Background: an optimization exercise with open tools, aiming at small area and a short achievable clock period. Do not read the settings as production practice. The RTL was checked by simulation tests, not by an equivalence proof against the original design. Power and IR drop assume default switching activity.

==> flow/design.v <==
module main(
    input clk,
    input [19:0] data,
    output reg [7:0] result_Ra,
    output reg [7:0] result_Rb,
    output reg [7:0] result_Rc,
    output reg [7:0] result_Rd,
    output reg [15:0] result_bFloat,
    output reg SF,
    output reg ZF
    );
    reg [15:0] result_mul;
    wire [3:0] op = data[19:16];
    wire [7:0] f1 = data[15:8];
    wire [7:0] f2 = data[7:0];
    wire d_a = f1 == 8'h01, d_b = f1 == 8'h02, d_c = f1 == 8'h04, d_d = f1 == 8'h08;
    wire s_ok = f2 == 8'h01 || f2 == 8'h02 || f2 == 8'h04 || f2 == 8'h08;
    wire d_ok = d_a | d_b | d_c | d_d;
    wire same = f1 == f2;
    wire op_save = op == 4'b0001 || op == 4'b0010;
    wire op_sum  = op == 4'b0011 || op == 4'b0100;
    wire op_sub  = op == 4'b0101 || op == 4'b0110;
    wire op_reg  = op == 4'b0010 || op == 4'b0100 || op == 4'b0110;
    wire op_shr  = op == 4'b1011;
    wire op_shl  = op == 4'b1100;
    wire op_mul  = op == 4'b0111 || op == 4'b1000;
    wire op_bf   = op == 4'b1101;
    wire [7:0] opa = ({8{f1[0]}} & result_Ra) | ({8{f1[1]}} & result_Rb) |
                     ({8{f1[2]}} & result_Rc) | ({8{f1[3]}} & result_Rd);
    wire [7:0] srcv = ({8{f2[0]}} & result_Ra) | ({8{f2[1]}} & result_Rb) |
                      ({8{f2[2]}} & result_Rc) | ({8{f2[3]}} & result_Rd);
    wire [7:0] opb = op[0] ? f2 : srcv;
    wire keep = op_reg & (~s_ok | (same & ~(op == 4'b0100 & d_a)));
    wire [7:0] addsub = opa + (opb ^ {8{op_sub}}) + {7'd0, op_sub};
    wire big = f2[7:3] != 5'd0;
    wire [7:0] shr = big ? 8'd0 : (opa >> f2[2:0]);
    wire [7:0] shl = big ? 8'd0 : (opa << f2[2:0]);
    reg [7:0] alu;
    always @* begin
        if (keep) alu = opa;
        else if (op_save) alu = opb;
        else if (op_shr) alu = shr;
        else if (op_shl) alu = shl;
        else alu = addsub;
    end
    wire alu_wr = (op_save | op_sum | op_sub | op_shr | op_shl) & d_ok;
    wire mul_ld = op_mul & d_ok & (~op[3] | (s_ok & ~same));
    wire [15:0] mul_s, mul_c;
    wire [7:0] pp0 = opa & {8{opb[0]}};
    wire [7:0] pp1 = opa & {8{opb[1]}};
    wire [7:0] pp2 = opa & {8{opb[2]}};
    wire [7:0] pp3 = opa & {8{opb[3]}};
    wire [7:0] pp4 = opa & {8{opb[4]}};
    wire [7:0] pp5 = opa & {8{opb[5]}};
    wire [7:0] pp6 = opa & {8{opb[6]}};
    wire [7:0] pp7 = opa & {8{opb[7]}};
    wire mt1 = pp0[6] ^ pp1[5];
    wire mt2 = pp0[6] & pp1[5];
    wire mt3 = pp0[7] ^ pp1[6] ^ pp2[5];
    wire mt4 = (pp0[7] & pp1[6]) | (pp2[5] & (pp0[7] ^ pp1[6]));
    wire mt5 = pp3[4] ^ pp4[3];
    wire mt6 = pp3[4] & pp4[3];
    wire mt7 = pp1[7] ^ pp2[6] ^ pp3[5];
    wire mt8 = (pp1[7] & pp2[6]) | (pp3[5] & (pp1[7] ^ pp2[6]));
    wire mt9 = pp4[4] ^ pp5[3];
    wire mt10 = pp4[4] & pp5[3];
    wire mt11 = pp2[7] ^ pp3[6] ^ pp4[5];
    wire mt12 = (pp2[7] & pp3[6]) | (pp4[5] & (pp2[7] ^ pp3[6]));
    wire mt13 = pp0[4] ^ pp1[3];
    wire mt14 = pp0[4] & pp1[3];
    wire mt15 = pp0[5] ^ pp1[4] ^ pp2[3];
    wire mt16 = (pp0[5] & pp1[4]) | (pp2[3] & (pp0[5] ^ pp1[4]));
    wire mt17 = pp3[2] ^ pp4[1];
    wire mt18 = pp3[2] & pp4[1];
    wire mt19 = pp2[4] ^ pp3[3] ^ pp4[2];
    wire mt20 = (pp2[4] & pp3[3]) | (pp4[2] & (pp2[4] ^ pp3[3]));
    wire mt21 = pp5[1] ^ pp6[0] ^ mt1;
    wire mt22 = (pp5[1] & pp6[0]) | (mt1 & (pp5[1] ^ pp6[0]));
    wire mt23 = pp5[2] ^ pp6[1] ^ pp7[0];
    wire mt24 = (pp5[2] & pp6[1]) | (pp7[0] & (pp5[2] ^ pp6[1]));
    wire mt25 = mt3 ^ mt5 ^ mt2;
    wire mt26 = (mt3 & mt5) | (mt2 & (mt3 ^ mt5));
    wire mt27 = pp6[2] ^ pp7[1] ^ mt7;
    wire mt28 = (pp6[2] & pp7[1]) | (mt7 & (pp6[2] ^ pp7[1]));
    wire mt29 = mt9 ^ mt4 ^ mt6;
    wire mt30 = (mt9 & mt4) | (mt6 & (mt9 ^ mt4));
    wire mt31 = pp5[4] ^ pp6[3] ^ pp7[2];
    wire mt32 = (pp5[4] & pp6[3]) | (pp7[2] & (pp5[4] ^ pp6[3]));
    wire mt33 = mt11 ^ mt8 ^ mt10;
    wire mt34 = (mt11 & mt8) | (mt10 & (mt11 ^ mt8));
    wire mt35 = pp3[7] ^ pp4[6] ^ pp5[5];
    wire mt36 = (pp3[7] & pp4[6]) | (pp5[5] & (pp3[7] ^ pp4[6]));
    wire mt37 = pp6[4] ^ pp7[3] ^ mt12;
    wire mt38 = (pp6[4] & pp7[3]) | (mt12 & (pp6[4] ^ pp7[3]));
    wire mt39 = pp4[7] ^ pp5[6] ^ pp6[5];
    wire mt40 = (pp4[7] & pp5[6]) | (pp6[5] & (pp4[7] ^ pp5[6]));
    wire mt41 = pp0[3] ^ pp1[2];
    wire mt42 = pp0[3] & pp1[2];
    wire mt43 = pp2[2] ^ pp3[1] ^ pp4[0];
    wire mt44 = (pp2[2] & pp3[1]) | (pp4[0] & (pp2[2] ^ pp3[1]));
    wire mt45 = pp5[0] ^ mt15 ^ mt17;
    wire mt46 = (pp5[0] & mt15) | (mt17 & (pp5[0] ^ mt15));
    wire mt47 = mt19 ^ mt21 ^ mt16;
    wire mt48 = (mt19 & mt21) | (mt16 & (mt19 ^ mt21));
    wire mt49 = mt23 ^ mt25 ^ mt20;
    wire mt50 = (mt23 & mt25) | (mt20 & (mt23 ^ mt25));
    wire mt51 = mt27 ^ mt29 ^ mt24;
    wire mt52 = (mt27 & mt29) | (mt24 & (mt27 ^ mt29));
    wire mt53 = mt31 ^ mt33 ^ mt28;
    wire mt54 = (mt31 & mt33) | (mt28 & (mt31 ^ mt33));
    wire mt55 = mt35 ^ mt37 ^ mt32;
    wire mt56 = (mt35 & mt37) | (mt32 & (mt35 ^ mt37));
    wire mt57 = pp7[4] ^ mt39 ^ mt36;
    wire mt58 = (pp7[4] & mt39) | (mt36 & (pp7[4] ^ mt39));
    wire mt59 = pp5[7] ^ pp6[6] ^ pp7[5];
    wire mt60 = (pp5[7] & pp6[6]) | (pp7[5] & (pp5[7] ^ pp6[6]));
    wire mt61 = pp0[2] ^ pp1[1];
    wire mt62 = pp0[2] & pp1[1];
    wire mt63 = pp2[1] ^ pp3[0] ^ mt41;
    wire mt64 = (pp2[1] & pp3[0]) | (mt41 & (pp2[1] ^ pp3[0]));
    wire mt65 = mt13 ^ mt43 ^ mt42;
    wire mt66 = (mt13 & mt43) | (mt42 & (mt13 ^ mt43));
    wire mt67 = mt14 ^ mt45 ^ mt44;
    wire mt68 = (mt14 & mt45) | (mt44 & (mt14 ^ mt45));
    wire mt69 = mt18 ^ mt47 ^ mt46;
    wire mt70 = (mt18 & mt47) | (mt46 & (mt18 ^ mt47));
    wire mt71 = mt22 ^ mt49 ^ mt48;
    wire mt72 = (mt22 & mt49) | (mt48 & (mt22 ^ mt49));
    wire mt73 = mt26 ^ mt51 ^ mt50;
    wire mt74 = (mt26 & mt51) | (mt50 & (mt26 ^ mt51));
    wire mt75 = mt30 ^ mt53 ^ mt52;
    wire mt76 = (mt30 & mt53) | (mt52 & (mt30 ^ mt53));
    wire mt77 = mt34 ^ mt55 ^ mt54;
    wire mt78 = (mt34 & mt55) | (mt54 & (mt34 ^ mt55));
    wire mt79 = mt38 ^ mt57 ^ mt56;
    wire mt80 = (mt38 & mt57) | (mt56 & (mt38 ^ mt57));
    wire mt81 = mt40 ^ mt59 ^ mt58;
    wire mt82 = (mt40 & mt59) | (mt58 & (mt40 ^ mt59));
    wire mt83 = pp6[7] ^ pp7[6] ^ mt60;
    wire mt84 = (pp6[7] & pp7[6]) | (mt60 & (pp6[7] ^ pp7[6]));
    assign mul_s = {1'b0, pp7[7], mt83, mt81, mt79, mt77, mt75, mt73, mt71, mt69, mt67, mt65, mt63, pp2[0], pp0[1], pp0[0]};
    assign mul_c = {1'b0, mt84, mt82, mt80, mt78, mt76, mt74, mt72, mt70, mt68, mt66, mt64, mt62, mt61, pp1[0], 1'b0};
    wire [15:0] prod = mul_s + mul_c;
    wire pzero = mul_ld ? (opa == 8'd0 || opb == 8'd0) : (result_mul == 16'd0);
    wire ltA = f2 < 8'd10;
    wire ltB = f2 < 8'd100;
    reg [10:0] uA;                   
    always @* begin
        case (f2[3:0])
        4'd1: uA = 11'd204;
        4'd2: uA = 11'd409;
        4'd3: uA = 11'd614;
        4'd4: uA = 11'd819;
        4'd5: uA = 11'd1024;
        4'd6: uA = 11'd1228;
        4'd7: uA = 11'd1433;
        4'd8: uA = 11'd1638;
        4'd9: uA = 11'd1843;
        default: uA = 11'd0;
        endcase
    end
    wire [1:0] cB = f2[0] ? ((f2 > 8'd75) ? 2'd2 : (f2 > 8'd25) ? 2'd1 : 2'd0)
                          : ((f2 > 8'd50) ? 2'd2 : 2'd1);
    wire [10:0] uB = {f2[6:0], 4'd0} + {2'd0, f2[6:0], 2'd0} + {5'd0, f2[6:1]} - {9'd0, cB};
    wire t1 = f2 >= 8'd105, t2 = f2 >= 8'd125, t3 = f2 >= 8'd146, t4 = f2 >= 8'd167;
    wire t5 = f2 >= 8'd188, t6 = f2 >= 8'd209, t7 = f2 >= 8'd230, t8 = f2 >= 8'd250;
    wire [3:0] nC = {t8, t4 & ~t8, (t2 & ~t4) | (t6 & ~t8),
                     (t1 & ~t2) | (t3 & ~t4) | (t5 & ~t6) | (t7 & ~t8)};
    wire [10:0] uC = {2'd0, f2, 1'b0} + {7'd0, nC} + 11'd4;
    wire [10:0] u = ltA ? uA : ltB ? uB : uC;
    wire [6:0] bf_hi = u[10:4];      
    wire [1:0] zk = u[10] ? 2'd0 : u[9] ? 2'd1 : u[8] ? 2'd2 : 2'd3;
    wire [6:0] zm = u[10] ? u[9:3] : u[9] ? u[8:2] : u[8] ? u[7:1] : u[6:0];
    wire bs = f1[7];
    wire [7:0] mag = bs ? -f1 : f1;
    reg [2:0] e;
    always @* begin
        casez (mag)
        8'b1???????: e = 3'd7;
        8'b01??????: e = 3'd6;
        8'b001?????: e = 3'd5;
        8'b0001????: e = 3'd4;
        8'b00001???: e = 3'd3;
        8'b000001??: e = 3'd2;
        8'b0000001?: e = 3'd1;
        default:     e = 3'd0;
        endcase
    end
    wire [13:0] y = {mag[6:0], bf_hi};
    wire [13:0] ysh = y >> e;
    wire izero = f1 == 8'd0;
    wire bzero = izero & (f2 == 8'd0);
    wire [6:0] bman = bzero ? 7'd0 : izero ? zm : ysh[6:0];
    wire [7:0] bexp = bzero ? 8'd0 : izero ? (8'd126 - {6'd0, zk}) : (8'd127 + {5'd0, e});
    wire wa = op_mul | (alu_wr & d_a);
    wire wb = op_bf  | (alu_wr & d_b);
    wire wc = op_bf  | (alu_wr & d_c);
    wire wd = op_mul | (alu_wr & d_d);
    wire wf = op_mul | op_bf | alu_wr;
    wire [7:0] na0 = op_mul ? result_mul[7:0]  : alu;
    wire [7:0] nd0 = op_mul ? result_mul[15:8] : alu;
    wire sf0 = op_mul ? result_mul[15] : op_bf ? bs : alu[7];
    wire zf0 = op_mul ? pzero : op_bf ? bzero : (alu == 8'd0);
    always @(posedge clk) begin
        if (mul_ld) result_mul <= prod;
        if (wa) result_Ra <= mul_ld ? prod[7:0] : na0;
        if (wd) result_Rd <= mul_ld ? prod[15:8] : nd0;
        if (wb) result_Rb <= op_bf ? {bs, bman} : alu;
        if (wc) result_Rc <= op_bf ? bexp : alu;
        if (wf) begin
            SF <= mul_ld ? prod[15] : sf0;
            ZF <= zf0;
        end
        if (op_bf) result_bFloat <= {bs, bexp, bman};
    end
endmodule
==> flow/flow/run.sh <==
#!/bin/bash
# Own layout flow: the standard ORFS flow (standard.sh) with these changes:
#  - synthesis leaves the adders to ABC instead of extracting full/half adder cells,
#    and ABC runs its area script (ABC_AREA=1), which here also gives the shorter paths;
#  - the port buffers are buf_1 cells instead of the slow clkdlybuf4s50_1 (the resizer
#    then sizes them as it does any cell).
set -euo pipefail
bash standard.sh ADDER_MAP_FILE= ABC_AREA=1 SETUP_SLACK_MARGIN=9.3 \
  "BUFFER_PORTS_ARGS=-buffer_cell sky130_fd_sc_hd__buf_1" finish > standard_flow.log 2>&1
==> flow/standard.sh <==
#!/bin/bash
# synth_recipe.tcl (not shown) runs the flow's synth.tcl, then flattens the netlist and writes it again
# the make line also repeats each setting of config.mk as NAME=value (left out here)
make -C /OpenROAD-flow-scripts/flow DESIGN_CONFIG=/design/flow/config.mk WORK_HOME=/design/flow/orfs CLKGATE_MAP_FILE= SYNTH_SCRIPT=/design/flow/synth_recipe.tcl "${@:-finish}"
==> flow/config.mk <==
export PLATFORM = sky130hd
export DESIGN_NAME = main
export DESIGN_NICKNAME = main
export VERILOG_FILES = /design/flow/design.v
export SDC_FILE = /design/flow/constraint.sdc
export NUM_CORES = 4
export LEC_CHECK = 0
export CAP_MARGIN = 20
export CORE_MARGIN = 2
export CORE_UTILIZATION = 40
export SLEW_MARGIN = 20
==> flow/constraint.sdc <==
create_clock -name core_clock -period 15.0 [get_ports {clk}]
set_input_delay 3.0000 -clock core_clock [delete_from_list [all_inputs] [get_ports {clk}]]
set_output_delay 3.0000 -clock core_clock [all_outputs]
set_load 0.01 [all_outputs]
==> impl_metrics.toml, run 1 <==
[timing]
hold_viol = 0
fin_hold_ws_ns = 0.651
rsz0062_at_grt = "yes"
post-route-period-util = 0.391
fin_skew_ns = 0.00552
tns_ns = 0
setup_violations = 0
slew_viol_final = 0
min_period_ns = 5.87
fmax_mhz = 170
worst_pin_slew_ns = 0.803
max_slew_margin = 0.461

[yosys]
syn_nets = 1621
synth-compound-area-share = 0.145
ys_seq_elements = 64
syn_inst = 1600
yosysSeqAreaShare = 0.206
yosys.area_share.simple = 0.492
synth_top_family_by_area = "simple AND/OR/NAND/NOR gates"
synth_xor_area_frac = 0.0403
netlist_area_um2 = 9320
yosysUniqueCellTypes = 55
syn_area_per_cell_um2 = 5.83
synth_fa_ha_area_frac = 0
synth_mux_area_frac = 0.00322
yosysWarningCount = 1

[setup_path]
endpoint_kind = "flip-flop"
cp_max_fo = 6
timing.rr.start = "result_Rc[5]"
regToRegSetupSlack_ns = 11.48
rr_worst_depth = 23
cp_data_arrival_time_ns = 5.97
critPathKind = "in2reg"
cp-start-kind = "input port"
crit-reg2reg-capture = "result_mul[14]"
cp_data_required_time_ns = 15.10

[global_route]
grt_max_degree = 29
grt_antenna_before_repair = 0
grt_overflow = 0
grt_pass1_wl_mm = 55.9
grt_use_met1 = 0.366
grt_use_met3 = 0.0410
grt_pass1_vias = 10400
track_usage = 0.289
grt.busiest_layer = "met2"
use_met2 = 0.505

[power_and_ir_drop]
leakage_nw = 6.33
netSwitchingPower_w = 0.000705
comb_power_share = 0.693
irDropWorstVdd_uv = 148
p_int_w = 0.000714
p_clk_frac = 0.144
sequentialPowerShare = 0.163
swShare = 0.497
powerDensity_nw_per_um2 = 105

[cts]
h-tree-depth = 3
clkTransAtPathRegs_ns = 0.06
clock_latency_ns = 0.34
cts_num_sinks = 64
clock_path_buffers = 2
cts_hold_buf = 0
root_buffer = "clkbuf_16"
cts_buffers = 9
cts_tree = "built"

[final_layout]
final_nets = 1823
diodes = 0
drive_gt1_frac = 0.372
areaGrowthSynthToFinish_pct = 44.9
nFillCells = 2150

[min_path]
hp-class = "reg2reg"
hold_depth = 2
hold_start = "result_mul[7]"
holdPathEnd = "result_Ra[7]"

[drt]
postRouteAntennaNets = 0
vias = 11800
drtPass1Iterations = 8
route.detailed.drc = 0
wl_mm = 37.8
via_per_inst = 5.57
drt_iter0_drc = 1139
post_drt_wl_per_cell_um = 17.8

[floorplan]
core_area_um2 = 22800
die-area_um2 = 24500
num_rows = 55
die_width_um = 157
io_pins = 71
fp.dieH_um = 157
initial_core_util = 0.409

[run_status]
status = "no timing/DRC/antenna violations"

[placement]
port_buffers = 70
gp_congestion = 0.965
post-dp-hpwl_mm = 25.8

[flow_run]
drv_cap = 0
-- cells in the mapped netlist, drive strengths merged --
master	instances	area (um2)
o22ai	8	50.1
a21oi	66	368
a221oi	2	23.8
or2	13	81.3
o211ai	8	60.1
o31ai	6	55.1
a21o	2	15.0
edfxtp	64	1920
xor2	25	226
nand2	608	2400
and2	3	18.8
nor3	17	90.1
a22oi	4	30.0
xnor2	17	149
a21boi	12	90.1
o21ai	103	515
a31oi	12	75.1
nand3b	9	96.3
o41ai	1	8.76
buf	31	244
nand4	33	300
a211oi	3	22.5
nor4	7	43.8
nor2	150	628
clkbuf	10	37.5
nand3	171	926
o221ai	1	8.76
o21a	1	7.51
clkinv	2	7.51
o2111ai	1	8.76
mux2i	3	30.0
inv	206	776
a311oi	1	8.76
-- per-layer routing --
layer / vias to the layer above / share of wire
met3: 106 / 0.062
met1: 5564 / 0.41
met4: 0 / 0.039
met5: - / 0
li1: 5662 / -
met2: 485 / 0.49
-- sequential cells by signal, indices dropped and copies added, names as in the netlist --
signal,cells
result_Rd,8
SF,1
result_bFloat,14
ZF,1
result_Rc,8
result_Ra,8
result_mul,16
result_Rb,8
-- worst max-delay path by stage --
| stage | startpoint | endpoint | slack, ns | cells after the start |
|---|---|---|---|---|
| final | data[2] | result_mul[14] | 9.13 | 22 |
| after global routing | data[0] | result_mul[14] | 8.92 | 28 |
| after CTS | data[2] | result_Rb[1] | 9.23 | 27 |
| after detailed placement | data[4] | result_Rb[1] | 8.05 | 26 |
| after global placement | data[2] | result_Rb[1] | 8.05 | 27 |
| after floorplan | data[0] | result_mul[12] | 9.47 | 29 |
-- power groups by stage --
| stage | clock network [W] | logic (W) | registers, W |
|---|---|---|---|
| after floorplan | 0 | 0.000511 | 0.000234 |
| after global placement | 0 | 0.000659 | 0.000234 |
| after detailed placement | 0 | 0.000666 | 0.000234 |
| after CTS | 0.000204 | 0.000795 | 0.000230 |
| after global routing | 0.000211 | 0.00107 | 0.000231 |
| final | 0.000205 | 0.000983 | 0.000231 |
-- area by class of cell --
| type | instances | area [um2] | area share |
|---|---|---|---|
| Sequential cell | 64 | 1920 | 0.142 |
| Multi-Input combinational cell | 1294 | 8160 | 0.604 |
| Clock buffer | 10 | 229 | 0.0170 |
| Clock inverter | 6 | 60.1 | 0.00445 |
| Timing Repair Buffer | 223 | 1840 | 0.136 |
| Inverter | 208 | 892 | 0.0660 |
| Tap cell | 313 | 392 | 0.0290 |
| Timing Repair inverter | 2 | 11.3 | 0.000834 |
-- kinds of logic after synthesis --
group                     after synthesis
AOI/OAI and AO/OA                     231
xor gates and xnor gates               42
buffers and inverters                 249
DFF                                    64
muxes                                   3
and+or+nand+nor                      1011
-- cell usage in the layout, fill, tap and decap left out, types with 8 or more instances in the layout --
cell / Yosys / routed
nand2_2: 37 / 141
buf_4: 13 / 124
nand4_1: 25 / 25
nand3_2: 14 / 65
buf_6: 9 / 19
o21ai_1: 28 / 25
xnor2_1: 17 / 15
xor2_1: 24 / 21
a21oi_1: 60 / 46
clkinvlp_4: 0 / 9
nand3_1: 157 / 91
o21ai_0: 75 / 56
inv_1: 164 / 143
a31oi_1: 12 / 10
buf_1: 0 / 55
nor2_2: 20 / 25
nor3_1: 16 / 11
inv_4: 1 / 9
nand3_4: 0 / 15
inv_2: 41 / 39
nor2_4: 2 / 22
o211ai_1: 8 / 8
nand2_8: 0 / 9
edfxtp_1: 64 / 64
a21oi_2: 4 / 14
clkbuf_16: 0 / 9
nand2_1: 568 / 413
o21ai_2: 0 / 18
buf_12: 0 / 13
nand2_4: 3 / 52
nand4_4: 5 / 8
nor2_1: 128 / 103
-- through the flow --
step / cell area, um2 / cells / setup WS (ns) / power, W / util
after floorplan: 9320 / 1600 / 9.47 / 0.000745 / -
after global placement: 9770 / 1951 / 8.05 / 0.000893 / 0.429
final: 13500 / 2120 / 9.13 / 0.00142 / 0.593
after CTS: 11500 / 2027 / 9.23 / 0.00123 / 0.507
after global routing: 13500 / 2120 / 8.92 / 0.00151 / 0.593
after detailed placement: 9770 / 1951 / 8.05 / 0.000900 / 0.429
-- critical path, stage by stage --
cell      delay (ns)
buf_8           0.10
buf_12          0.13
buf_12          0.14
a21oi_4         0.14
nand4_4         0.21
nand2_8         0.17
buf_4           0.13
nor2_1          0.06
nand3b_1        0.18
nand2_2         0.10
nand3_2         0.10
a21boi_1        0.15
nand3b_1        0.21
nand2_1         0.18
nand2_1         0.09
nand2_2         0.14
nand3_1         0.13
nor2_2          0.16
nand3_1         0.11
nand3_1         0.08
nand2_1         0.07
and2_1          0.15
-- repair_timing --
| item | 4_1_cts | 5_1_grt |
|---|---|---|
| gates cloned | 11 | 3 |
| setup endpoints to repair | 73 | 49 |
| setup buffers | 49 | 90 |
| pin swaps | 44 | 111 |
| gates resized for setup | 236 | 345 |
==> run 2: changes to the inputs <==
--- a/flow/flow/run.sh
+++ b/flow/flow/run.sh
@@ -7,3 +7,3 @@
 set -euo pipefail
-bash standard.sh ADDER_MAP_FILE= ABC_AREA=1 SETUP_SLACK_MARGIN=9.3 \
+bash standard.sh ADDER_MAP_FILE= ABC_AREA=1 SETUP_SLACK_MARGIN=8.5 \
   "BUFFER_PORTS_ARGS=-buffer_cell sky130_fd_sc_hd__buf_1" finish > standard_flow.log 2>&1
==> impl_metrics.toml, run 2 <==
[setup_path]
cp_data_arrival_time_ns = 6.24
crit_buf_inv = 3
endpoint_kind = "flip-flop"
critPathKind = "in2reg"
crit-reg2reg-capture = "result_Rd[6]"
cp_data_required_time_ns = 15.09
cp-startpoint = "data[0]"
crit_family = "simple AND/OR/NAND/NOR gates"
cp_slowest_stage_delay_ns = 0.32
cp-start-kind = "input port"
rr_worst_depth = 20
timing.rr.start = "result_Rb[6]"
regToRegSetupSlack_ns = 11.40
critPathMostFrequentCell = "nand2_1"
cpMaxStageDelayCell = "clkinvlp_4"
cp_max_fo = 20

[yosys]
syn_inst = 1600
yosysUniqueCellTypes = 55
synthArstFlopShare = 0
synth_edf_count = 64
yosysWarningCount = 1
synth_area_leaders = "nand2_1, edfxtp_1, nand3_1, inv_1, nor2_1"
ys_seq_elements = 64
synth-main-ff-cell = "edfxtp_1"
netlist_area_um2 = 9320
synth_top_cell_by_area = "nand2_1"
synth_top_area_frac = 0.229
syn_nets = 1621
syn_area_per_cell_um2 = 5.83
synthTopCellsByCount = "nand2_1, inv_1, nand3_1"
yosysSeqAreaShare = 0.206
yosysMostFrequentCell = "nand2_1"

[global_route]
grt_overflow = 0
grt_pass1_wl_mm = 51.3
grt_max_degree = 30
grt_antenna_before_repair = 0
track_usage = 0.263
grt_pass1_vias = 9701

[final_layout]
layout_commonest_cell = "nand2_1"
final_nets = 1679
largest_registers = "result_mul (16), result_bFloat (14)"
drive_gt1_frac = 0.118
fin_cells = 1976
final_cell_mix = "nand2_1, inv_1, nand3_1"
largest_reg_flops = 16
regMostFlops = "result_mul"
diodes = 0
areaGrowthSynthToFinish_pct = 9.30
nFillCells = 2535

[cts]
cts_hold_buf = 0
clkTransAtPathRegs_ns = 0.05
h-tree-depth = 3
clock_latency_ns = 0.33
cts_num_sinks = 64
cts_buffers = 9
clock_path_buffers = 2
root_buffer = "clkbuf_16"
cts_tree = "built"

[floorplan]
fp.dieH_um = 157
core_area_um2 = 22800
initial_core_util = 0.409
num_rows = 55
io_pins = 71
die_width_um = 157
die-area_um2 = 24500

[drt]
route.detailed.drc = 0
postRouteAntennaNets = 0
drtPass1Iterations = 5
drt_iter0_drc = 956
post_drt_wl_per_cell_um = 16.3
vias = 10600
wl_mm = 32.2
via_per_inst = 5.35

[timing]
max_slew_margin = 0.428
fmax_mhz = 162
rsz0062_at_grt = "no"
hold_viol = 0
tns_ns = 0
setup_violations = 0
worst_pin_slew_ns = 0.850
min_period_ns = 6.15
post-route-period-util = 0.410
fin_skew_ns = 0.00486
slew_viol_final = 0

[min_path]
hold_depth = 2
hold_start = "result_mul[10]"
holdPathEnd = "result_Rd[2]"
hp-class = "reg2reg"

[flow_run]
drv_cap = 0

[power_and_ir_drop]
irDropWorstVdd_uv = 132
leakage_nw = 5.03
power_w = 0.00111
powerDensity_nw_per_um2 = 109

[placement]
post-dp-hpwl_mm = 25.8
port_buffers = 70
gp_congestion = 0.965
dp.cells = 1951

[run_status]
status = "no timing/DRC/antenna violations"
-- run 2: cell counts after synthesis --
No cell type changed its count.
-- run 2: cells by family after synthesis --
group / Yosys count / synth area share
and+or+nand+nor: 1011 / 0.492
buffers and inverters: 249 / 0.114
AOI/OAI and AO/OA: 231 / 0.145
DFF: 64 / 0.206
xor gates and xnor gates: 42 / 0.0403
muxes: 3 / 0.00322
-- run 2: where the power goes --
group | internal, W | leakage [nW] | switching (W) | total, W
logic | 0.000210 | 4.31 | 0.000467 | 0.000677
clock network | 0.000128 | 0.138 | 0.0000765 | 0.000204
registers | 0.000225 | 0.584 | 0.00000544 | 0.000230
-- run 2: timing repair --
| item | in CTS | in global routing |
|---|---|---|
| setup buffers | 1 | 7 |
| setup endpoints to repair | 5 | 45 |
| gates cloned | 0 | 1 |
| pin swaps | 0 | 2 |
| endpoints found under the hold margin | 0 | 0 |
| gates resized for setup | 3 | 20 |
-- run 2: per-stage QoR --
step                hold slack [ns]   util  area, um2  setup WS, ns
global route                  0.722  0.447      10200          8.49
detailed placement            0.651  0.429       9770          8.05
global placement              0.658  0.429       9770          8.05
CTS                           0.662  0.442      10100          8.48
finish                        0.660  0.447      10200          8.85
floorplan                     0.586      -       9320          9.47
-- run 2: cell type report --
type / count / area [um2] / area share
Sequential cell: 64 / 1920 / 0.189
Inverter: 208 / 798 / 0.0783
Tap cell: 313 / 392 / 0.0384
Timing Repair inverter: 1 / 5.00 / 0.000491
Multi-Input combinational cell: 1287 / 6370 / 0.625
Clock inverter: 6 / 60.1 / 0.00589
Timing Repair Buffer: 87 / 410 / 0.0403
Clock buffer: 10 / 229 / 0.0225
-- run 2: worst max path at each step --
| stage | slack [ns] | cells after the start | to |
|---|---|---|---|
| floorplan | 9.47 | 29 | result_mul[12] |
| global placement | 8.05 | 27 | result_Rb[1] |
| detailed placement | 8.05 | 26 | result_Rb[1] |
| CTS | 8.48 | 28 | result_Rb[1] |
| global route | 8.49 | 28 | result_Rb[5] |
| finish | 8.85 | 25 | result_Rb[4] |
-- run 2: layer usage --
metal | part of all wire | vias to the layer above | GRT usage
li1 | - | 5354 | -
met1 | 0.45 | 4823 | 0.354
met2 | 0.47 | 341 | 0.446
met3 | 0.049 | 63 | 0.0241
met4 | 0.028 | 0 | 0.0782
met5 | 0 | - | 0
-- run 2: worst min-delay path, stage by stage, from the launching register on --
cell and delay [ns]:
edfxtp_1 0.35, a21boi_0 0.10, o21ai_1 0.10
==> run 3: changes to the inputs <==
--- a/flow/flow/run.sh
+++ b/flow/flow/run.sh
@@ -7,3 +7,3 @@
 set -euo pipefail
-bash standard.sh ADDER_MAP_FILE= ABC_AREA=1 SETUP_SLACK_MARGIN=8.5 \
+bash standard.sh ADDER_MAP_FILE= ABC_AREA=1 SETUP_SLACK_MARGIN=8.9 \
   "BUFFER_PORTS_ARGS=-buffer_cell sky130_fd_sc_hd__buf_1" finish > standard_flow.log 2>&1
==> impl_metrics.toml, run 3 <==
[timing]
post-route-period-util = 0.394
min_period_ns = 5.91
rsz0062_at_grt = "yes"
fin_ws_ns = 9.09
max_slew_margin = 0.502
hold_viol = 0
slew_viol_final = 0
fmax_mhz = 169
setup_violations = 0
tns_ns = 0
fin_skew_ns = 0.00508
worst_pin_slew_ns = 0.742

[yosys]
synth_top_area_frac = 0.229
synthTopCellsByCount = "nand2_1, inv_1, nand3_1"
synthArstFlopShare = 0
ys_seq_elements = 64
syn_nets = 1621
netlist_area_um2 = 9320
synth-main-ff-cell = "edfxtp_1"
yosysUniqueCellTypes = 55
yosysSeqAreaShare = 0.206
yosysMostFrequentCell = "nand2_1"
syn_area_per_cell_um2 = 5.83
synth_edf_count = 64
synth_top_cell_by_area = "nand2_1"
syn_inst = 1600
yosysWarningCount = 1
synth_area_leaders = "nand2_1, edfxtp_1, nand3_1, inv_1, nor2_1"

[cts]
root_buffer = "clkbuf_16"
clkTransAtPathRegs_ns = 0.05
h-tree-depth = 3
cts_num_sinks = 64
cts_buffers = 9
cts_tree = "built"
clock_latency_ns = 0.33
clock_path_buffers = 2

[flow_run]
drv_cap = 0

[floorplan]
io_pins = 71
initial_core_util = 0.409
fp.dieH_um = 157
core_area_um2 = 22800
die_width_um = 157
die-area_um2 = 24500
num_rows = 55

[power_and_ir_drop]
leakage_nw = 5.36
irDropWorstVdd_uv = 134
power_w = 0.00118
powerDensity_nw_per_um2 = 107

[global_route]
track_usage = 0.263
grt_overflow = 0
grt_pass1_wl_mm = 51.4
grt_max_degree = 30
grt_pass1_vias = 9723
grt_antenna_before_repair = 0

[setup_path]
cp_data_required_time_ns = 15.09
timing.rr.start = "result_Rc[2]"
regToRegSetupSlack_ns = 11.52
cp-start-kind = "input port"
critPathKind = "in2reg"
crit-reg2reg-capture = "ZF"
cp_data_arrival_time_ns = 6.00
cp_max_fo = 8
cp-startpoint = "data[1]"
endpoint_kind = "flip-flop"
rr_worst_depth = 25

[drt]
vias = 10900
via_per_inst = 5.43
wl_mm = 33.8
wl_met1_mm = 14.5
postRouteAntennaNets = 0
dr_wl_met2_mm = 16.0
route.detailed.drc = 0
drtPass1Iterations = 7
post_drt_wl_per_cell_um = 16.9
highest_layer = "met4"
drt_iter0_drc = 993
met3_length_mm = 2.11

[placement]
port_buffers = 70
post-dp-hpwl_mm = 25.8
gp_congestion = 0.965
post-place-ws_ns = 8.05

[min_path]
hp-class = "reg2reg"
hold_start = "result_mul[10]"
holdPathEnd = "result_Rd[2]"
hold_depth = 2

[final_layout]
largest_reg_flops = 16
areaGrowthSynthToFinish_pct = 18.2
layout_commonest_cell = "nand2_1"
drive_gt1_frac = 0.182
diodes = 0
largest_registers = "result_mul (16), result_bFloat (14)"
regMostFlops = "result_mul"
final_nets = 1707
final_cell_mix = "nand2_1, inv_1, nand3_1"

[run_status]
status = "no timing/DRC/antenna violations"
==> run 3: routing by layer <==
layer | global-route usage | vias to the layer above
met2 | 0.449 | 394
li1 | - | 5425
met5 | 0 | -
met3 | 0.0238 | 88
met1 | 0.354 | 4980
met4 | 0.0769 | 0
==> run 3: worst max path at each step <==
stage | endpoint | slack, ns | cells after the start
global route | result_Rb[6] | 8.87 | 28
finish | result_Rb[4] | 9.09 | 26
detailed placement | result_Rb[1] | 8.05 | 26
CTS | result_Rb[1] | 8.90 | 26
floorplan | result_mul[12] | 9.47 | 29
global placement | result_Rb[1] | 8.05 | 27
==> run 3: critical path, cell delays in order <==
cell	delay [ns]
buf_4	0.15
buf_12	0.15
clkinvlp_4	0.12
buf_4	0.19
nand2_2	0.10
nor2_1	0.09
o31ai_2	0.25
nand2_1	0.09
o21ai_1	0.19
nand2_1	0.16
nor2_1	0.12
nand2_1	0.09
nand2_1	0.06
nand2_1	0.10
nand2_2	0.10
a21oi_1	0.07
a21oi_1	0.19
nand2_1	0.09
nand2_2	0.14
nand2_1	0.07
nand3_1	0.09
nand2_1	0.06
nand2_1	0.08
nand3_1	0.11
nand2_1	0.08
nand2_1	0.05
==> run 3: power breakdown <==
part           switching [W]  internal (W)  leakage [nW]  total [W]
logic               0.000504      0.000243          4.64   0.000747
registers         0.00000551      0.000225         0.584   0.000230
clock network      0.0000770      0.000128         0.138   0.000205
==> run 3: layout make-up <==
class                      count  area [um2]
tap                          313         392
sequential                    64        1920
inverter                     208         815
multi-input combinational   1288        6800
clock inverter                 6        60.1
fill                        2444       11800
clock buffer                  10         229
timing repair buffer         115         807
==> run 3: what timing repair did <==
action / CTS / global route
gates resized for setup: 20 / 154
hold buffers: 0 / 0
pin swaps: 0 / 23
gates cloned: 0 / 7
buffers inserted: 4 / 26
endpoints found under the setup margin: 59 / 47
==> run 3: kinds of logic after synthesis <==
logic type | Yosys count | share of synthesized area
AO/OA/AOI/OAI | 231 | 0.145
XOR/XNOR | 42 | 0.0403
buffers and inverters | 249 | 0.114
flip-flops | 64 | 0.206
multiplexers | 3 | 0.00322
AND/OR/NAND/NOR | 1011 | 0.492
==> run 3: per-stage QoR <==
step	cell area [um2]	cells	utilization	hold slack (ns)
after detailed placement	9770	1951	0.429	0.651
after global routing	11000	2004	0.484	0.722
after global placement	9770	1951	0.429	0.658
final	11000	2004	0.484	0.663
after floorplan	9320	1600	-	0.586
after CTS	10100	1971	0.445	0.662
==> run 4: changes to the inputs <==
--- a/flow/flow/run.sh
+++ b/flow/flow/run.sh
@@ -7,3 +7,3 @@
 set -euo pipefail
-bash standard.sh ADDER_MAP_FILE= ABC_AREA=1 SETUP_SLACK_MARGIN=8.9 \
+bash standard.sh ADDER_MAP_FILE= ABC_AREA=1 SETUP_SLACK_MARGIN=8.7 CORE_UTILIZATION=60 PLACE_DENSITY=0.75 \
   "BUFFER_PORTS_ARGS=-buffer_cell sky130_fd_sc_hd__buf_1" finish > standard_flow.log 2>&1
==> impl_metrics.toml, run 4 <==
[floorplan]
die_width_um = 129
num_rows = 45
initial_core_util = 0.613
core_area_um2 = 15200
die-area_um2 = 16500
fp.dieH_um = 129
io_pins = 71

[final_layout]
regMostFlops = "result_mul"
areaGrowthSynthToFinish_pct = 9.65
largest_registers = "result_mul (16), result_bFloat (14)"
final_nets = 1685
fin_util = 0.672
final_cell_mix = "nand2_1, inv_1, nand3_1"
largest_reg_flops = 16
layout_commonest_cell = "nand2_1"
drive_gt1_frac = 0.127
diodes = 0

[setup_path]
cp-start-kind = "input port"
endpoint_kind = "flip-flop"
cp_slowest_stage_delay_ns = 0.20
critPathMostFrequentCell = "nand2_1"
crit-reg2reg-capture = "SF"
rr_worst_depth = 20
critPathKind = "in2reg"
cpMaxStageDelayCell = "buf_8"
cp_data_arrival_time_ns = 6.17
cp_max_fo = 21
regToRegSetupSlack_ns = 11.42
timing.rr.start = "result_Rb[1]"
cp_data_required_time_ns = 15.09

[yosys]
syn_inst = 1600
yosys.area_share.simple = 0.492
yosysSeqAreaShare = 0.206
synth_edf_count = 64
yosysMostFrequentCell = "nand2_1"
synthArstFlopShare = 0
syn_nets = 1621
ys_seq_elements = 64
synth-main-ff-cell = "edfxtp_1"
synth_mux_area_frac = 0.00322
netlist_area_um2 = 9320
synthTopCellsByCount = "nand2_1, inv_1, nand3_1"
synth_xor_area_frac = 0.0403
synth-compound-area-share = 0.145
yosysWarningCount = 1
synth_top_family_by_area = "simple AND/OR/NAND/NOR gates"
synth_top_area_frac = 0.229
yosysUniqueCellTypes = 55
syn_area_per_cell_um2 = 5.83
synth_area_leaders = "nand2_1, edfxtp_1, nand3_1, inv_1, nor2_1"
synth_top_cell_by_area = "nand2_1"
synth_fa_ha_area_frac = 0

[drt]
wl_mm = 30.1
drtPass1Iterations = 6
post_drt_wl_per_cell_um = 16.2
drt_iter0_drc = 1199
via_per_inst = 5.79
vias = 10700
postRouteAntennaNets = 0
route.detailed.drc = 0

[power_and_ir_drop]
power_w = 0.00115
irDropWorstVdd_uv = 114
leakage_nw = 5.12
powerDensity_nw_per_um2 = 113

[timing]
min_period_ns = 6.08
fin_hold_ws_ns = 0.657
hold_viol = 0
fin_ws_ns = 8.92
fmax_mhz = 164
post-route-period-util = 0.405
max_slew_margin = 0.467
setup_violations = 0
worst_pin_slew_ns = 0.792
fin_skew_ns = 0.00468
slew_viol_final = 0
rsz0062_at_grt = "yes"
tns_ns = 0

[cts]
cts_buffers = 9
cts_num_sinks = 64
h-tree-depth = 3
clock_path_buffers = 2
clkTransAtPathRegs_ns = 0.05
cts_tree = "built"
root_buffer = "clkbuf_16"
clock_latency_ns = 0.33

[min_path]
hold_depth = 2
hp-class = "reg2reg"
hold_start = "result_mul[2]"
holdPathEnd = "result_Ra[2]"

[flow_run]
drv_cap = 0

[global_route]
track_usage = 0.357
grt_antenna_before_repair = 0
grt_pass1_wl_mm = 47.3
grt_overflow = 0
grt_max_degree = 30
grt_pass1_vias = 9597

[placement]
port_buffers = 70
post-dp-hpwl_mm = 23.6
post-place-ws_ns = 8.20
gp_congestion = 1.01

[run_status]
status = "no timing/DRC/antenna violations"
==> run 4: cell counts after synthesis <==
No cell type changed its count.
==> run 4: stage by stage <==
step | cells | area (um2)
3_3_place_gp | 1826 | 9610
6_report | 1857 | 10200
2_1_floorplan | 1600 | 9320
4_1_cts | 1846 | 10000
3_5_place_dp | 1826 | 9610
5_1_grt | 1857 | 10200
==> run 4: where the power goes <==
part           total (W)  switching (W)  internal, W  leakage, nW
clock           0.000239      0.0000771     0.000162        0.166
sequential      0.000231     0.00000571     0.000225        0.584
combinational   0.000681       0.000467     0.000214         4.37
total            0.00115       0.000550     0.000602         5.12
==> run 4: cell type report <==
type / instances / area (um2)
Tap cell: 188 / 235
Timing Repair Buffer: 94 / 504
Clock inverter: 7 / 120
Clock buffer: 9 / 225
Fill cell: 1463 / 4980
Multi-Input combinational cell: 1287 / 6410
Inverter: 208 / 801
Sequential cell: 64 / 1920
==> run 4: timing repair <==
action	in CTS	in global routing
pin swaps	0	2
setup endpoints to repair	13	45
gates resized for setup	7	37
gates cloned	0	1
buffers inserted	4	10
hold buffers	0	0
==> run 4: how the worst max path moves through the flow <==
stage,start,endpoint,cells past startpoint
floorplan,data[0],result_mul[12],29
global placement,data[4],result_Rb[5],26
detailed placement,data[0],ZF,14
CTS,data[11],ZF,28
global route,data[8],result_Rb[2],24
finish,data[1],result_Rb[5],31
==> run 4: logic make-up (layout without fill, tap and decap cells) <==
family,after synthesis,in the layout
flops,64,64
simple gates,1011,1011
mux,3,3
xor+xnor,42,42
compound gates,231,231
buf+inv,249,318
==> run 4: metal layers <==
layer,up-vias,GRT usage,part of all wire
met3,107,0.0482,0.073
li1,5354,-,-
met2,500,0.609,0.47
met5,-,0,0
met4,0,0.161,0.049
met1,4785,0.451,0.41
==> run 4: critical path, delay by kind of cell <==
family	cells	cell delay, ns
buffers and inverters	7	0.72
AO/OA/AOI/OAI	1	0.15
AND/OR/NAND/NOR	23	2.26
==> run 5: changes to the inputs <==
--- a/flow/flow/run.sh
+++ b/flow/flow/run.sh
@@ -7,3 +7,3 @@
 set -euo pipefail
-bash standard.sh ADDER_MAP_FILE= ABC_AREA=1 SETUP_SLACK_MARGIN=8.7 CORE_UTILIZATION=60 PLACE_DENSITY=0.75 \
+bash standard.sh ADDER_MAP_FILE= ABC_AREA=1 \
   "BUFFER_PORTS_ARGS=-buffer_cell sky130_fd_sc_hd__buf_1" finish > standard_flow.log 2>&1
==> impl_metrics.toml, run 5 <==
[final_layout]
final_nets = 1670
largest_reg_flops = 16
final_cell_mix = "nand2_1, inv_1, nand3_1"
fin_area_um2 = 10100
largest_registers = "result_mul (16), result_bFloat (14)"
layout_commonest_cell = "nand2_1"
fin_cells = 1967
regMostFlops = "result_mul"
diodes = 0
areaGrowthSynthToFinish_pct = 7.89
drive_gt1_frac = 0.104

[cts]
cts_buffers = 9
cts_num_sinks = 64
ctsResizeCount = 0
h-tree-depth = 3
post_cts_buffers = 0
cts_hold_buf = 0
cts_tree = "built"
clock_latency_ns = 0.33
clkTransAtPathRegs_ns = 0.05
clock_path_buffers = 2
root_buffer = "clkbuf_16"

[global_route]
grt_pass1_wl_mm = 51.2
grt_pass1_vias = 9688
track_usage = 0.263
grt_overflow = 0
grt_antenna_before_repair = 0
grt_max_degree = 30

[yosys]
yosysMostFrequentCell = "nand2_1"
yosysWarningCount = 1
ys_seq_elements = 64
syn_nets = 1621
synth-compound-area-share = 0.145
synth_edf_count = 64
synthTopCellsByCount = "nand2_1, inv_1, nand3_1"
yosys.area_share.simple = 0.492
synth_fa_ha_area_frac = 0
yosysSeqAreaShare = 0.206
synth_area_leaders = "nand2_1, edfxtp_1, nand3_1, inv_1, nor2_1"
yosysUniqueCellTypes = 55
synth_top_area_frac = 0.229
synth_top_cell_by_area = "nand2_1"
synth_mux_area_frac = 0.00322
synth_top_family_by_area = "simple AND/OR/NAND/NOR gates"
synth-main-ff-cell = "edfxtp_1"
synthArstFlopShare = 0
netlist_area_um2 = 9320
synth_xor_area_frac = 0.0403
syn_area_per_cell_um2 = 5.83
syn_inst = 1600

[placement]
dp.cells = 1951
post-dp-hpwl_mm = 25.8
gp_congestion = 0.965
port_buffers = 70
place_area_um2 = 9770

[setup_path]
critPathMostFrequentCell = "nand2_1"
cp_data_arrival_time_ns = 6.75
cp_max_fo = 12
crit_buf_inv = 5
cp-start-kind = "input port"
cp_slowest_stage_delay_ns = 0.48
crit_family = "simple AND/OR/NAND/NOR gates"
critPathKind = "in2reg"
cp_data_required_time_ns = 15.09
endpoint_kind = "flip-flop"
cpMaxStageDelayCell = "buf_1"

[timing]
max_slew_margin = 0.442
worst_pin_slew_ns = 0.829
rsz0062_at_grt = "no"
fin_skew_ns = 0.00531
fin_hold_ws_ns = 0.659
post-route-period-util = 0.445
setup_violations = 0
slew_viol_final = 0
hold_viol = 0
fmax_mhz = 150
tns_ns = 0
min_period_ns = 6.67

[floorplan]
die-area_um2 = 24500
num_rows = 55
initial_core_util = 0.409
die_width_um = 157
io_pins = 71
fp.dieH_um = 157
core_area_um2 = 22800

[power_and_ir_drop]
netSwitchingPower_w = 0.000547
power_w = 0.00111
powerDensity_nw_per_um2 = 110
swShare = 0.494
p_int_w = 0.000560
irDropWorstVdd_uv = 131
leakage_nw = 4.98
sequentialPowerShare = 0.208
comb_power_share = 0.608
p_clk_frac = 0.184

[drt]
postRouteAntennaNets = 0
wl_mm = 32.1
route.detailed.drc = 0
via_per_inst = 5.36
vias = 10500
drtPass1Iterations = 6
drt_iter0_drc = 942
post_drt_wl_per_cell_um = 16.3

[run_status]
status = "no timing/DRC/antenna violations"

[flow_run]
drv_cap = 0

[min_path]
hp-class = "reg2reg"
run 5: cell counts after synthesis:
Identical to the previous run, type by type.
run 5: worst min-delay path, stage by stage (launching register included):
cell and delay [ns]:
edfxtp_1 0.35, a21boi_0 0.10, o21ai_1 0.10
run 5: final cells by class:
class                   count  area, um2
fillers                  2542      12700
inverters                 208        783
clock inverters             6       60.1
multi-input cells        1287       6340
well taps                 313        392
flip-flops and latches     64       1920
clock buffers              10        229
repair buffers             79        330
run 5: worst paths after layout:
path                                startpoint            to  slack (ns)  cells after the start
worst max register to register    result_Rb[6]  result_Rd[7]       11.08                     23
worst max-delay path                   data[4]  result_Rb[1]        8.33                     26
worst min register to register  result_mul[10]  result_Rd[2]        0.66                      2
worst min-delay path            result_mul[10]  result_Rd[2]        0.66                      2
run 5: logic make-up after synthesis:
kind of cell    after synthesis
simple gates               1011
buf+inv                     249
compound gates              231
flops                        64
xor+xnor                     42
mux                           3
run 5: per-stage QoR:
step / util / worst slack [ns]
finish: 0.442 / 8.33
floorplan: - / 9.47
global placement: 0.429 / 8.05
global route: 0.442 / 7.90
CTS: 0.442 / 8.40
detailed placement: 0.429 / 8.05
run 5: layer usage:
| metal | global-route usage | vias to the layer above | routed length [um] |
|---|---|---|---|
| li1 | - | 5338 | - |
| met1 | 0.354 | 4766 | 14300 |
| met2 | 0.446 | 361 | 15000 |
| met3 | 0.0233 | 75 | 1770 |
| met4 | 0.0778 | 0 | 1010 |
| met5 | 0 | - | 0 |
run 5: power by group through the flow:
stage	Sequential (W)	Clock (W)	Combinational, W
4_1_cts	0.000230	0.000204	0.000668
3_5_place_dp	0.000234	0	0.000666
2_1_floorplan	0.000234	0	0.000511
5_1_grt	0.000231	0.000212	0.000760
6_report	0.000230	0.000203	0.000673
3_3_place_gp	0.000234	0	0.000659
==> run 6: changes to the inputs <==
--- a/flow/flow/run.sh
+++ b/flow/flow/run.sh
@@ -7,3 +7,3 @@
 set -euo pipefail
-bash standard.sh ADDER_MAP_FILE= ABC_AREA=1 \
+bash standard.sh ADDER_MAP_FILE= ABC_AREA=1 SETUP_SLACK_MARGIN=8.7 CAP_MARGIN=0 SLEW_MARGIN=0 \
   "BUFFER_PORTS_ARGS=-buffer_cell sky130_fd_sc_hd__buf_1" finish > standard_flow.log 2>&1
==> impl_metrics.toml, run 6 <==
[floorplan]
initial_core_util = 0.409
die_width_um = 157
num_rows = 55
core_area_um2 = 22800
die-area_um2 = 24500
io_pins = 71
fp.dieH_um = 157

[drt]
drt_iter0_drc = 954
route.detailed.drc = 0
via_per_inst = 5.33
post_drt_wl_per_cell_um = 16.3
postRouteAntennaNets = 0
wl_mm = 32.4
vias = 10600
drtPass1Iterations = 6

[final_layout]
diodes = 0
largest_registers = "result_mul (16), result_bFloat (14)"
multi_input_area_um2 = 6440
drive_gt1_frac = 0.133
regMostFlops = "result_mul"
final_nets = 1689
areaGrowthSynthToFinish_pct = 11.5
final_cell_mix = "nand2_1, inv_1, nand3_1"
seqCellArea_um2 = 1920
fin_cells = 1986
largest_reg_flops = 16
nFillCells = 2516
layout_commonest_cell = "nand2_1"
fin_area_um2 = 10400

[run_status]
status = "no timing/DRC/antenna violations"

[power_and_ir_drop]
irDropWorstVdd_uv = 122
powerDensity_nw_per_um2 = 108
power_w = 0.00112
leakage_nw = 5.12

[placement]
place_area_um2 = 9770
post-dp-hpwl_mm = 25.8
post-place-ws_ns = 8.07
dp.cells = 1951
port_buffers = 70
gp_congestion = 0.965

[setup_path]
cp_slowest_stage_delay_ns = 0.45
path_depth = 21
critPathMostFrequentCell = "nand3_1"
cp_data_required_time_ns = 15.07
critPathKind = "in2reg"
cp_data_arrival_time_ns = 6.08
endpoint_kind = "flip-flop"
crit_buf_inv = 4
cpMaxStageDelayCell = "a21boi_0"
cp_cell_sequence = "buf_1, buf_12, a21oi_1, nand4_1, nand3_1, inv_2, nand3_1, a21boi_0, inv_1, nand3_1, nand3_1, nand3_1, nand2_2, nor2_2, nor2_4, nand2_1, nor2_1, nand3_1, nand3_2, nand2_1, o21ai_1"
cp-start-kind = "input port"
cp_max_fo = 21
crit_family = "simple AND/OR/NAND/NOR gates"
rr_worst_depth = 19

[timing]
min_period_ns = 6.01
fin_ws_ns = 8.99
post-route-period-util = 0.401
worst_pin_slew_ns = 1.24
fmax_mhz = 166
rsz0062_at_grt = "no"
max_slew_margin = 0.162
hold_viol = 0
setup_violations = 0
slew_viol_final = 0
tns_ns = 0
fin_skew_ns = 0.00451

[global_route]
grt_overflow = 0
track_usage = 0.265
grt_antenna_before_repair = 0
grt_pass1_wl_mm = 51.5
grt_max_degree = 30
grt_pass1_vias = 9743

[yosys]
synthArstFlopShare = 0
synth_area_leaders = "nand2_1, edfxtp_1, nand3_1, inv_1, nor2_1"
yosysWarningCount = 1
ys_seq_elements = 64
yosysSeqAreaShare = 0.206
syn_area_per_cell_um2 = 5.83
syn_inst = 1600
yosysMostFrequentCell = "nand2_1"
netlist_area_um2 = 9320
synth_edf_count = 64
synth-main-ff-cell = "edfxtp_1"
synth_top_cell_by_area = "nand2_1"
synth_top_area_frac = 0.229
yosysUniqueCellTypes = 55
syn_nets = 1621
synthTopCellsByCount = "nand2_1, inv_1, nand3_1"

[flow_run]
drv_cap = 0

[cts]
root_buffer = "clkbuf_16"
cts_num_sinks = 64
clkTransAtPathRegs_ns = 0.05
cts_tree = "built"
h-tree-depth = 3
clock_latency_ns = 0.33
cts_buffers = 9
cts_hold_buf = 0
clock_path_buffers = 2

[min_path]
hp-class = "reg2reg"
hold_depth = 2
-- run 6: cell counts after synthesis --
No cell type changed its count.
-- run 6: layer usage --
layer	up-vias	wire [um]	track usage
li1	5374	-	-
met1	4835	14300	0.352
met2	319	15600	0.451
met3	53	1720	0.0294
met4	0	803	0.0778
met5	-	0	0
-- run 6: cells by family after synthesis --
group / Yosys count / share of synthesized area
buffers and inverters: 249 / 0.114
AOI/OAI and AO/OA: 231 / 0.145
DFF: 64 / 0.206
and+or+nand+nor: 1011 / 0.492
muxes: 3 / 0.00322
xor gates and xnor gates: 42 / 0.0403
-- run 6: report_power, final --
part           switching [W]  internal (W)
logic               0.000470      0.000217
clock network      0.0000744      0.000127
registers         0.00000546      0.000225
total               0.000550      0.000569
-- run 6: cell type report --
cell class,count,area share
repair buffers,98,0.0532
clock buffers,10,0.0220
multi-input cells,1287,0.619
flip-flops and latches,64,0.185
clock inverters,6,0.00578
inverters,208,0.0773
well taps,313,0.0377
-- run 6: worst paths after layout --
path / start / to / slack (ns)
max: data[1] / result_Rd[7] / 8.99
min: result_mul[7] / result_Ra[7] / 0.67
max reg2reg: result_Rc[5] / result_Rd[7] / 11.42
min reg2reg: result_mul[7] / result_Ra[7] / 0.67
-- run 6: what timing repair did --
action / in CTS / in global routing
setup endpoints to repair: 30 / 44
pin swaps: 0 / 4
cloned: 0 / 1
endpoints found under the hold margin: 0 / 0
setup buffers: 4 / 14
gates resized for setup: 12 / 47
-- run 6: stage by stage --
stage,util,hold WS [ns]
floorplan,-,0.586
global placement,0.429,0.658
detailed placement,0.429,0.659
CTS,0.444,0.671
global route,0.456,0.712
finish,0.456,0.674
-- run 6: tightest hold or removal path, delay by kind of cell, from the launching register on --
family,cells,cell delay [ns]
flip-flops,1,0.36
AO/OA/AOI/OAI,2,0.21
==> run 7: changes to the inputs <==
--- a/flow/flow/run.sh
+++ b/flow/flow/run.sh
@@ -5,5 +5,6 @@
 #  - the port buffers are buf_1 cells instead of the slow clkdlybuf4s50_1 (the resizer
-#    then sizes them as it does any cell).
+#    then sizes them as it does any cell);
+#  - repair_timing aims for 8.7 ns of setup slack, so it sizes up the critical paths.
 set -euo pipefail
-bash standard.sh ADDER_MAP_FILE= ABC_AREA=1 SETUP_SLACK_MARGIN=8.7 CAP_MARGIN=0 SLEW_MARGIN=0 \
+bash standard.sh ADDER_MAP_FILE= ABC_AREA=1 SETUP_SLACK_MARGIN=8.7 \
   "BUFFER_PORTS_ARGS=-buffer_cell sky130_fd_sc_hd__buf_1" finish > standard_flow.log 2>&1
==> impl_metrics.toml, run 7 <==
[drt]
drtPass1Iterations = 6
via_per_inst = 5.36
drt_iter0_drc = 961
postRouteAntennaNets = 0
vias = 10600
route.detailed.drc = 0
wl_mm = 32.4
post_drt_wl_per_cell_um = 16.4

[yosys]
syn_nets = 1621
synth_top_area_frac = 0.229
yosysSeqAreaShare = 0.206
syn_area_per_cell_um2 = 5.83
synthTopCellsByCount = "nand2_1, inv_1, nand3_1"
syn_inst = 1600
synth_top_cell_by_area = "nand2_1"
synth-main-ff-cell = "edfxtp_1"
netlist_area_um2 = 9320
synthArstFlopShare = 0
synth_area_leaders = "nand2_1, edfxtp_1, nand3_1, inv_1, nor2_1"
yosysMostFrequentCell = "nand2_1"
ys_seq_elements = 64
yosysUniqueCellTypes = 55
yosysWarningCount = 1
synth_edf_count = 64

[setup_path]
cp_data_required_time_ns = 15.09
critPathMostFrequentCell = "nand2_1"
timing.rr.start = "result_Rd[3]"
cp_max_fo = 21
cpMaxStageDelayCell = "inv_1"
crit-reg2reg-capture = "result_Rd[5]"
cp_slowest_stage_delay_ns = 0.25
regToRegSetupSlack_ns = 11.46
critPathKind = "in2reg"
endpoint_kind = "flip-flop"
cp_data_arrival_time_ns = 6.10
cp-start-kind = "input port"
rr_worst_depth = 24

[global_route]
grt_antenna_before_repair = 0
grt_pass1_wl_mm = 51.5
grt_pass1_vias = 9717
track_usage = 0.263
grt_max_degree = 30
grt_overflow = 0

[timing]
fin_skew_ns = 0.00507
rsz0062_at_grt = "no"
post-route-period-util = 0.401
slew_viol_final = 0
hold_viol = 0
min_period_ns = 6.01
worst_pin_slew_ns = 0.805
setup_violations = 0
fmax_mhz = 166
tns_ns = 0
max_slew_margin = 0.459

[run_status]
status = "no timing/DRC/antenna violations"

[cts]
clkTransAtPathRegs_ns = 0.05
cts_tree = "built"
cts_num_sinks = 64
root_buffer = "clkbuf_16"
h-tree-depth = 3
clock_latency_ns = 0.33
cts_buffers = 9
clock_path_buffers = 2
cts_hold_buf = 0

[floorplan]
core_area_um2 = 22800
initial_core_util = 0.409
num_rows = 55
die_width_um = 157
fp.dieH_um = 157
die-area_um2 = 24500
io_pins = 71

[placement]
post-dp-hpwl_mm = 25.8
gp_congestion = 0.965
port_buffers = 70

[final_layout]
largest_reg_flops = 16
diodes = 0
drive_gt1_frac = 0.130
areaGrowthSynthToFinish_pct = 11.1
final_cell_mix = "nand2_1, inv_1, nand3_1"
fin_util = 0.455
layout_commonest_cell = "nand2_1"
final_nets = 1683
nFillCells = 2525
largest_registers = "result_mul (16), result_bFloat (14)"
regMostFlops = "result_mul"

[power_and_ir_drop]
leakage_nw = 5.10
irDropWorstVdd_uv = 133
powerDensity_nw_per_um2 = 108
power_w = 0.00112

[min_path]
hold_start = "result_mul[10]"
hold_depth = 2
holdPathEnd = "result_Rd[2]"
hp-class = "reg2reg"

[flow_run]
drv_cap = 0
run 7: report_power, final:
part	internal [W]	leakage (nW)	total, W	switching, W
combinational	0.000215	4.38	0.000688	0.000472
sequential	0.000225	0.584	0.000230	0.00000545
clock	0.000128	0.138	0.000204	0.0000760
run 7: worst max-delay path by stage:
stage	end	start	slack, ns	depth (start not counted)
after floorplan	result_mul[12]	data[0]	9.47	29
after global placement	result_Rb[1]	data[2]	8.05	27
after detailed placement	result_Rb[1]	data[4]	8.05	26
after CTS	result_Rd[6]	data[11]	8.70	24
after global routing	result_Rb[6]	data[1]	8.69	28
final	result_Rb[4]	data[1]	8.99	26
run 7: final cells by class:
type	instances	area, um2	share of cell area
timing repair buffer	92	507	0.0489
multi-input combinational	1287	6440	0.622
clock inverter	6	60.1	0.00580
sequential	64	1920	0.186
inverter	208	803	0.0776
tap	313	392	0.0378
clock buffer	10	229	0.0221
run 7: worst max-delay path: cells and delay by family:
family                 cells  cell delay, ns
AND/OR/NAND/NOR           14            1.37
XOR/XNOR                   1            0.15
AO/OA/AOI/OAI              4            0.51
buffers and inverters      7            1.04
run 7: cells by family (layout without fill, tap and decap cells):
family	Yosys count	after routing	share of synthesized area
AND/OR/NAND/NOR	1011	1011	0.492
buffers and inverters	249	316	0.114
AO/OA/AOI/OAI	231	231	0.145
flip-flops	64	64	0.206
XOR/XNOR	42	42	0.0403
multiplexers	3	3	0.00322
run 7: through the flow:
step	cells	setup WS (ns)	hold slack (ns)	area, um2
2_1_floorplan	1600	9.47	0.586	9320
3_3_place_gp	1951	8.05	0.658	9770
3_5_place_dp	1951	8.05	0.651	9770
4_1_cts	1971	8.70	0.662	10100
5_1_grt	1980	8.69	0.722	10400
6_report	1980	8.99	0.657	10400
run 7: repair_timing:
item	CTS	global route
buffers inserted	4	8
setup endpoints to repair	31	48
pin swaps	0	4
gates resized for setup	11	50
gates cloned	0	1
run 7: per-layer routing:
layer	track usage	up-vias	wire [um]
met4	0.0743	0	924
met1	0.355	4867	14600
met2	0.450	316	15400
li1	-	5371	-
met5	0	-	0
met3	0.0244	67	1550
==> run 8: changes to the inputs <==
--- a/flow/flow/run.sh
+++ b/flow/flow/run.sh
@@ -8,3 +8,3 @@
 set -euo pipefail
-bash standard.sh ADDER_MAP_FILE= ABC_AREA=1 SETUP_SLACK_MARGIN=8.7 \
+bash standard.sh ADDER_MAP_FILE= ABC_AREA=1 SETUP_SLACK_MARGIN=8.7 TNS_END_PERCENT=10 \
   "BUFFER_PORTS_ARGS=-buffer_cell sky130_fd_sc_hd__buf_1" finish > standard_flow.log 2>&1
==> impl_metrics.toml, run 8 <==
[cts]
cts_hold_buf = 0
h-tree-depth = 3
cts_num_sinks = 64
clkTransAtPathRegs_ns = 0.05
clock_latency_ns = 0.33
cts_tree = "built"
cts_buffers = 9
root_buffer = "clkbuf_16"
clock_path_buffers = 2

[final_layout]
layout_commonest_cell = "nand2_1"
nFillCells = 2530
multi_input_area_um2 = 6390
fin_area_um2 = 10300
areaGrowthSynthToFinish_pct = 10.4
diodes = 0
final_cell_mix = "nand2_1, inv_1, nand3_1"
largest_registers = "result_mul (16), result_bFloat (14)"
regMostFlops = "result_mul"
largest_reg_flops = 16
final_nets = 1682
seqCellArea_um2 = 1920
drive_gt1_frac = 0.124

[power_and_ir_drop]
p_clk_frac = 0.183
comb_power_share = 0.611
irDropWorstVdd_uv = 134
powerDensity_nw_per_um2 = 109
leakage_nw = 5.08
p_int_w = 0.000566
swShare = 0.494
netSwitchingPower_w = 0.000551
sequentialPowerShare = 0.206

[setup_path]
crit-reg2reg-capture = "result_Rd[5]"
cp_max_fo = 16
critPathKind = "in2reg"
timing.rr.start = "result_Rd[3]"
endpoint_kind = "flip-flop"
rr_worst_depth = 22
cp_data_required_time_ns = 15.08
cp-start-kind = "input port"
cp_data_arrival_time_ns = 6.13
regToRegSetupSlack_ns = 11.35

[yosys]
yosysMostFrequentCell = "nand2_1"
synthTopCellsByCount = "nand2_1, inv_1, nand3_1"
synth_top_area_frac = 0.229
syn_inst = 1600
netlist_area_um2 = 9320
yosysUniqueCellTypes = 55
synth_edf_count = 64
synth_top_cell_by_area = "nand2_1"
syn_area_per_cell_um2 = 5.83
ys_seq_elements = 64
yosysSeqAreaShare = 0.206
yosysWarningCount = 1
synthArstFlopShare = 0
synth_area_leaders = "nand2_1, edfxtp_1, nand3_1, inv_1, nor2_1"
syn_nets = 1621
synth-main-ff-cell = "edfxtp_1"

[flow_run]
drv_cap = 0

[placement]
place_area_um2 = 9770
port_buffers = 70
post-dp-hpwl_mm = 25.8
gp_congestion = 0.965

[global_route]
grt_pass1_wl_mm = 51.5
grt_antenna_before_repair = 0
grt_max_degree = 30
grt_overflow = 0
track_usage = 0.263
grt_pass1_vias = 9720

[min_path]
holdPathEnd = "result_Rd[2]"
hp-class = "reg2reg"
hold_start = "result_mul[10]"
hold_depth = 2

[drt]
postRouteAntennaNets = 0
route.detailed.drc = 0
post_drt_wl_per_cell_um = 16.4
drt_iter0_drc = 964
vias = 10600
wl_mm = 32.4
via_per_inst = 5.35
drtPass1Iterations = 6

[timing]
post-route-period-util = 0.404
max_slew_margin = 0.448
slew_viol_final = 0
tns_ns = 0
hold_viol = 0
min_period_ns = 6.06
fin_skew_ns = 0.00697
setup_violations = 0
worst_pin_slew_ns = 0.821
fmax_mhz = 165
rsz0062_at_grt = "yes"

[floorplan]
die_width_um = 157
core_area_um2 = 22800
io_pins = 71
initial_core_util = 0.409
fp.dieH_um = 157
num_rows = 55
die-area_um2 = 24500

[run_status]
status = "no timing/DRC/antenna violations"
run 8: changes by cell type in the layout (fill, tap and decap cells not counted):
cell / delta
nand2_1: +6
nand2_4: -4
nand2_2: -2
nand3_1: +2
nand3_2: -2
a21boi_1: +1
a21boi_2: -1
buf_4: -1
buf_6: +1
buf_8: -1
nor2_2: +1
nor2_4: -1
run 8: area by class of cell:
| class | count | share of cell area |
|---|---|---|
| Clock buffer | 10 | 0.0223 |
| Clock inverter | 6 | 0.00584 |
| Inverter | 208 | 0.0781 |
| Multi-Input combinational cell | 1287 | 0.621 |
| Sequential cell | 64 | 0.187 |
| Tap cell | 313 | 0.0381 |
| Timing Repair Buffer | 91 | 0.0482 |
run 8: repair_timing:
item	in CTS	in global routing
cloned	0	1
buffers inserted	4	7
gates resized for setup	10	36
setup endpoints to repair	31	49
pin swaps	0	4
run 8: worst max-delay path by stage:
stage / from / end / slack, ns / cells after the start
global route: data[1] / result_Rd[5] / 8.64 / 26
floorplan: data[0] / result_mul[12] / 9.47 / 29
finish: data[16] / result_Rd[5] / 8.94 / 23
detailed placement: data[4] / result_Rb[1] / 8.05 / 26
global placement: data[2] / result_Rb[1] / 8.05 / 27
CTS: data[11] / result_Rd[6] / 8.59 / 25
run 8: power groups by stage:
stage / logic, W / clock network [W] / registers, W
final: 0.000682 / 0.000204 / 0.000230
after global routing: 0.000769 / 0.000212 / 0.000231
after CTS: 0.000669 / 0.000204 / 0.000230
after detailed placement: 0.000666 / 0 / 0.000234
after global placement: 0.000659 / 0 / 0.000234
after floorplan: 0.000511 / 0 / 0.000234
run 8: logic make-up (layout without fill, tap and decap cells):
| group | Yosys count | after routing | synth area share |
|---|---|---|---|
| buffers and inverters | 249 | 315 | 0.114 |
| AO/OA/AOI/OAI | 231 | 231 | 0.145 |
| XOR/XNOR | 42 | 42 | 0.0403 |
| flip-flops | 64 | 64 | 0.206 |
| multiplexers | 3 | 3 | 0.00322 |
| AND/OR/NAND/NOR | 1011 | 1011 | 0.492 |
run 8: metal layers:
metal,vias to the layer above,global-route usage,share of wire
met4,0,0.0743,0.030
met2,301,0.450,0.47
met5,-,0,0
li1,5363,-,-
met1,4864,0.355,0.45
met3,66,0.0244,0.049
run 8: per-stage QoR:
step / util / instances / hold slack [ns] / total power, W / setup WS (ns)
after floorplan: - / 1600 / 0.586 / 0.000745 / 9.47
after global placement: 0.429 / 1951 / 0.658 / 0.000893 / 8.05
after detailed placement: 0.429 / 1951 / 0.651 / 0.000900 / 8.05
after CTS: 0.444 / 1971 / 0.662 / 0.00110 / 8.59
after global routing: 0.452 / 1979 / 0.722 / 0.00121 / 8.64
final: 0.452 / 1979 / 0.658 / 0.00112 / 8.94
run 8: worst max-delay path: stages:
cell      delay, ns
clkbuf_4       0.21
o21ai_0        0.38
nand2_4        0.21
inv_1          0.19
nor2_2         0.09
a21oi_2        0.16
nand3_1        0.12
nand3_1        0.16
nand2_1        0.08
nand2_2        0.08
nand3_2        0.09
nand2_1        0.08
nand3_1        0.11
nand2_1        0.19
nand2_1        0.07
nand2_1        0.20
nand2_1        0.17
nor2_2         0.15
nand3_1        0.08
nand3b_1       0.08
nand2_1        0.07
nand3_1        0.09
nand2_1        0.08

[what the ideal ports hide]
Ports are ideal in the flow. The routed layouts listed here were re-timed in OpenROAD. Step 1 sets driving cells, clkbuf_16 on the clock port and buf_2 on the other inputs (assumed; they add their load-dependent delay and slew). Step 2 times the ports against the registers' clock, not the clock port: input delays grow and output delays shrink by t, the midpoint of the rising clock arrivals with the driver on. Slacks: ideal ports / drivers / drivers and shift; pairs: ideal ports / drivers.
| run | shift t [ns] | setup WS [ns] |
|---|---|---|
| run 1 | 0.375 | 9.130 / 9.131 / 8.756 |
| run 2 | 0.367 | 8.845 / 8.848 / 8.481 |
| run 3 | 0.367 | 9.087 / 9.056 / 8.688 |
| run 4 | 0.368 | 8.919 / 8.904 / 8.536 |
| run 5 | 0.367 | 8.332 / 8.346 / 7.979 |
| run 6 | 0.367 | 8.989 / 8.979 / 8.611 |
| run 7 | 0.367 | 8.989 / 8.963 / 8.596 |
| run 8 | 0.368 | 8.943 / 8.919 / 8.551 |
After both steps setup and hold are still met in every run listed.
